Background: an optimization exercise with open tools, aiming at small area and a short achievable clock period. Do not read the settings as production practice.
Where RTL was checked, it was by simulation tests only, not by an equivalence proof against the original.

==> flow/design.v (excerpt) <==
module notch_filter_q15 (
    input logic clk,
    input logic reset,
    input logic signed [15:0] x_in,
    output logic signed [15:0] y_out,
    input logic signed [15:0] b0,
    input logic signed [15:0] b1,
    input logic signed [15:0] b2,
    input logic signed [15:0] a1,
    input logic signed [15:0] a2
);
    logic signed [31:0] w1, w2;
    logic [31:0] w0;
    logic [3:0] y4;
    logic [3:0] yq;
    wire n162;
    wire n163;
    wire n164;
    wire n165;
    wire n166;
    wire n167;
    wire n168;
    wire n169;
    wire n170;
    wire n171;
    wire n172;
    wire n173;
    wire n174;
    wire n175;
    wire n176;
    wire n177;
    wire n178;
    wire n179;
    wire n180;
    wire n181;
    wire n182;
    wire n183;
    wire n184;
    wire n185;
    wire n186;
    wire n187;
    wire n188;
    wire n189;
    wire n190;
    wire n191;
    wire n192;
    wire n193;
    wire n194;
    wire n195;
    wire n196;
    wire n197;
    wire n198;
    wire n199;
    wire n200;
    wire n201;
    wire n202;
    wire n203;
    wire n204;
    wire n205;
    wire n206;
    wire n207;
    wire n208;
    wire n209;
    wire n210;
    wire n211;
    wire n212;
    wire n213;
    wire n214;
    wire n215;
    wire n216;
    wire n217;
    wire n218;
    wire n219;
    wire n220;
    wire n221;
    wire n222;
    wire n223;
    wire n224;
    wire n225;
  ...
Size: ~5000 cells after synthesis, about 68 flip-flops, roughly 110 I/O pins.
==> flow/config.mk <==
export PLATFORM = sky130hd
export DESIGN_NAME = notch_filter_q15
export DESIGN_NICKNAME = notch_filter_q15
export VERILOG_FILES = /design/flow/design.v
export SDC_FILE = /design/flow/constraint.sdc
export NUM_CORES = 4
export LEC_CHECK = 0
export ABC_AREA = 1
export CAP_MARGIN = 20
export CORE_MARGIN = 2
export CORE_UTILIZATION = 55
export CTS_BUF_LIST = sky130_fd_sc_hd__clkbuf_4 sky130_fd_sc_hd__clkbuf_8
export SLEW_MARGIN = 20
export SYNTH_HIERARCHICAL = 1
export SYNTH_MINIMUM_KEEP_SIZE = 0
==> flow/constraint.sdc <==
create_clock -name core_clock -period 20.5 [get_ports {clk}]
set_input_delay 4.1000 -clock core_clock [delete_from_list [all_inputs] [get_ports {clk}]]
set_output_delay 4.1000 -clock core_clock [all_outputs]
set_load 0.01 [all_outputs]
standard.sh (not shown) runs the stock make flow with config.mk's settings and CLKGATE_MAP_FILE= SYNTH_SCRIPT=/design/flow/synth_recipe.tcl, a recipe that flattens the netlist after the stock synthesis.
==> flow/flow/run.sh <==
#!/bin/bash
# The standard layout (standard.sh), with two changes to how it is made:
#  - every input and output port still gets its own buffer, but a plain
#    buf_1 (the resizer upsizes it where timing needs it) instead of the
#    clkdlybuf4s50_1 that buffer_ports picks by default;
#  - timing repair aims at a setup margin of 7 ns.
# Clock period, constraints and the synthesis are the standard flow's own.
export BUFFER_PORTS_ARGS="-buffer_cell sky130_fd_sc_hd__buf_1"
export SETUP_SLACK_MARGIN=7
bash standard.sh > standard.log 2>&1
The starting point completed without violations.
Next try:
--- a/flow/flow/run.sh
+++ b/flow/flow/run.sh
@@ -6 +6 @@
-#  - timing repair aims at a setup margin of 7 ns.
+#  - timing repair aims at a setup margin of 6 ns.
@@ -9 +9 @@
-export SETUP_SLACK_MARGIN=7
+export SETUP_SLACK_MARGIN=6
CORE_UTILIZATION = 65   (was 55)
Global-route usage rises by 4.0 points.
Utilization went up by 5.4 points.
First-iteration DRC count is lower by 14%.
Cell count goes down by 5.8%.
Wire length falls by about 8%.
Synthesized area stays the same.
Via count drops by 2.8%.
Die area drops by 15%.
Next try:
--- a/flow/flow/run.sh
+++ b/flow/flow/run.sh
@@ -6 +6 @@
-#  - timing repair aims at a setup margin of 6 ns.
+#  - timing repair aims at a setup margin of 6.5 ns.
@@ -9 +9 @@
-export SETUP_SLACK_MARGIN=6
+export SETUP_SLACK_MARGIN=6.5
CORE_UTILIZATION = 55   (was 65)
Outcome:
- clock-buffer cell count increases by 1
- via count increases slightly
- worst setup slack is better by 370 ps
- hold slack is worse by 7.9 ps
- die area increases by about a fifth
- clock skew decreases by 7.6 ps
- routed wire length increases by a few percent
- register-to-register slack is better by 310 ps
Next try:
--- a/flow/flow/run.sh
+++ b/flow/flow/run.sh
@@ -6 +6 @@
-#  - timing repair aims at a setup margin of 6.5 ns.
+#  - timing repair aims at a setup margin of 5.5 ns.
@@ -9 +9 @@
-export SETUP_SLACK_MARGIN=6.5
+export SETUP_SLACK_MARGIN=5.5
The changed run ran to the end with no violations.
Sequential share of layout area rose by 0.16 points.
Utilization fell by 2.6 points.
Clock skew stays flat.
Setup slack degrades by 600 ps.
Via count fell slightly.
Cell area fell by a few percent.
Global-route usage stays flat.
Die area does not change.
Synthesized cell count is unchanged.
Count of clock-buffer cells in the layout stays the same.
Next try:
--- a/flow/flow/run.sh
+++ b/flow/flow/run.sh
@@ -6 +6 @@
-#  - timing repair aims at a setup margin of 5.5 ns.
+#  - timing repair aims at a setup margin of 7.5 ns.
@@ -9 +9 @@
-export SETUP_SLACK_MARGIN=5.5
+export SETUP_SLACK_MARGIN=7.5
The new run completed with no timing, DRC or antenna violations.
Worst setup slack is better by 900 ps.
Count of clock-buffer cells in the layout drops by 1.
Hold slack is about the same.
Global-route usage climbs by 0.63 points.
Wire length climbs by 3.8%.
Via count climbs by 2.5%.
Maximum frequency climbs by 6.7%.
Critical path depth climbs by 3.
Utilization climbs by 4.5 points.
Next try:
--- a/flow/flow/run.sh
+++ b/flow/flow/run.sh
@@ -6 +6 @@
-#  - timing repair aims at a setup margin of 7.5 ns.
+#  - timing repair aims at a setup margin of 6 ns.
@@ -9 +9 @@
-export SETUP_SLACK_MARGIN=7.5
+export SETUP_SLACK_MARGIN=6
What happened: The new run completed without violations; worst setup slack loses 450 ps; worst hold slack is about the same; synthesized area does not change; first-iteration DRC count is higher by about 0.8%; flip-flop and latch count does not change; global-route usage is lower by 0.58 points; utilization is lower by 4.0 points; maximum frequency is lower by 3.2%; final cell count is lower by about 2%.

* * *

the previous run:
Another version of the RTL of notch_filter_q15 (not shown whole).
For scale: roughly 110 I/O pins, ~44,000 um^2 of cells after synthesis.
Design notch_filter_q15, start of the top module:
module notch_filter_q15 (
    input logic clk,
    input logic reset,
    input logic signed [15:0] x_in,
    output logic signed [15:0] y_out,
    input logic signed [15:0] b0,
    input logic signed [15:0] b1,
    input logic signed [15:0] b2,
    input logic signed [15:0] a1,
    input logic signed [15:0] a2
);
    logic signed [31:0] w1, w2;
    logic [31:0] w0;
    logic [3:0] y4;
    logic [3:0] yq;
    wire n162;
    wire n163;
    wire n164;
    wire n165;
    wire n166;
    wire n167;
    wire n168;
    wire n169;
    wire n170;
    wire n171;
    wire n172;
    wire n173;
    wire n174;
    wire n175;
    wire n176;
    wire n177;
    wire n178;
    wire n179;
    wire n180;
    wire n181;
    wire n182;
    wire n183;
    wire n184;
    wire n185;
    wire n186;
    wire n187;
    wire n188;
    wire n189;
    wire n190;
    wire n191;
    wire n192;
    wire n193;
    wire n194;
    wire n195;
    wire n196;
    wire n197;
    wire n198;
    wire n199;
    wire n200;
    wire n201;
    wire n202;
    wire n203;
    wire n204;
    wire n205;
    wire n206;
    wire n207;
    wire n208;
  ...
Settings: LEC_CHECK=0, ABC_AREA=1, CAP_MARGIN=20, CORE_MARGIN=2, CORE_UTILIZATION=40, SETUP_SLACK_MARGIN=5, SLEW_MARGIN=20, SYNTH_HIERARCHICAL=1, SYNTH_MINIMUM_KEEP_SIZE=0; clock period 20.5 ns.
run.sh (not shown) runs the stock make flow with config.mk's settings and CLKGATE_MAP_FILE= SYNTH_SCRIPT=/design/flow/synth_recipe.tcl, a recipe that flattens the netlist after the stock synthesis.
Stock flow here: none of the scripts above is used.
Input-level comparison between the current run and the previous run:
# the previous run
export LEC_CHECK = 0
export ABC_AREA = 1
export CAP_MARGIN = 20
export CORE_MARGIN = 2
export CORE_UTILIZATION = 40
export SETUP_SLACK_MARGIN = 5
export SLEW_MARGIN = 20
export SYNTH_HIERARCHICAL = 1
export SYNTH_MINIMUM_KEEP_SIZE = 0
create_clock -name core_clock -period 20.5 [get_ports {clk}]
# the current run
export LEC_CHECK = 0
export ABC_AREA = 1
export CAP_MARGIN = 20
export CORE_MARGIN = 2
export CORE_UTILIZATION = 55
export CTS_BUF_LIST = sky130_fd_sc_hd__clkbuf_4 sky130_fd_sc_hd__clkbuf_8
export SLEW_MARGIN = 20
export SYNTH_HIERARCHICAL = 1
export SYNTH_MINIMUM_KEEP_SIZE = 0
create_clock -name core_clock -period 20.5 [get_ports {clk}]
==> flow/flow/run.sh (new file) <==
#!/bin/bash
# The standard layout (standard.sh), with two changes to how it is made:
#  - every input and output port still gets its own buffer, but a plain
#    buf_1 (the resizer upsizes it where timing needs it) instead of the
#    clkdlybuf4s50_1 that buffer_ports picks by default;
#  - timing repair aims at a setup margin of 5 ns.
# Clock period, constraints and the synthesis are the standard flow's own.
export BUFFER_PORTS_ARGS="-buffer_cell sky130_fd_sc_hd__buf_1"
export SETUP_SLACK_MARGIN=5
bash standard.sh > standard.log 2>&1
==> flow/standard.sh (new file) <==
#!/bin/bash
# synth_recipe.tcl (not shown) runs the flow's synth.tcl, then flattens the netlist and writes it again
# the make line also repeats each setting of config.mk as NAME=value (left out here)
make -C /OpenROAD-flow-scripts/flow DESIGN_CONFIG=/design/flow/config.mk WORK_HOME=/design/flow/orfs CLKGATE_MAP_FILE= SYNTH_SCRIPT=/design/flow/synth_recipe.tcl "${@:-finish}"
removed: flow/run.sh
### Flow results
Between the current run and the previous run, first-pass GRT wire length is higher for the previous run, the current run comes in under that.
The current run ended up with fewer standard cells than the previous run.
In the current run the length in cells of the worst reg-to-reg path turned out about 26% higher than in the previous run.
Compared with the previous run, the current run shows a higher clock latency at the later pin of the worst-skew pair.
Cmp the current run and the previous run / starting DRC count in detailed routing / higher: the current run
Of the current run and the previous run, the higher finished layout cell area belongs to the previous run.
The current run vs the previous run — number of well taps dropped by more than a quarter
Min non-clock buffer share of cell area across the current run and the previous run: the current run
Function was not checked in any run of this note: the RTL went through the layout flow alone.

port drivers added, routing unchanged:
Ports are ideal in the flow. The routed layouts listed here were re-timed in OpenROAD. Step 1 assumes that a clkbuf_16 drives the clock port and a buf_2 every other input. Step 2 adds t to the input delays and takes it off the output delays; t is the mean of the earliest and latest rising clock arrival at the registers after step 1. Input paths then give back, and output paths get back, about the clock's delay inside the block. a / b / c = no drivers / after step 1 / after step 2; a / b = the first two.
| run | t, ns | setup WS [ns] | worst register clock-pin slew, ns | pins driven straight from the clock port |
|---|---|---|---|---|
| the first run of note 1 | 0.412 | 6.848 / 6.866 / 6.454 | 0.09 / 0.09 | 1 |
| the second run of note 1 | 0.407 | 6.329 / 6.292 / 5.884 | 0.09 / 0.09 | 1 |
| the third run of note 1 | 0.420 | 6.698 / 6.683 / 6.263 | 0.08 / 0.08 | 1 |
| the fourth run of note 1 | 0.416 | 6.099 / 6.053 / 5.637 | 0.08 / 0.08 | 1 |
| the fifth run of note 1 | 0.433 | 7.000 / 7.000 / 6.567 | 0.11 / 0.11 | 1 |
| the sixth run of note 1 | 0.422 | 6.552 / 6.560 / 6.137 | 0.08 / 0.08 | 1 |
| the previous run | 0.406 | 5.385 / 5.423 / 5.017 | 0.08 / 0.08 | 1 |
| the current run | 0.432 | 5.577 / 5.590 / 5.158 | 0.12 / 0.12 | 1 |
After both steps setup and hold are still met in every run listed. The setup slack of the fourth run of note 1, which loses most, moves by -0.046 ns with the drivers and by -0.462 ns with both steps.
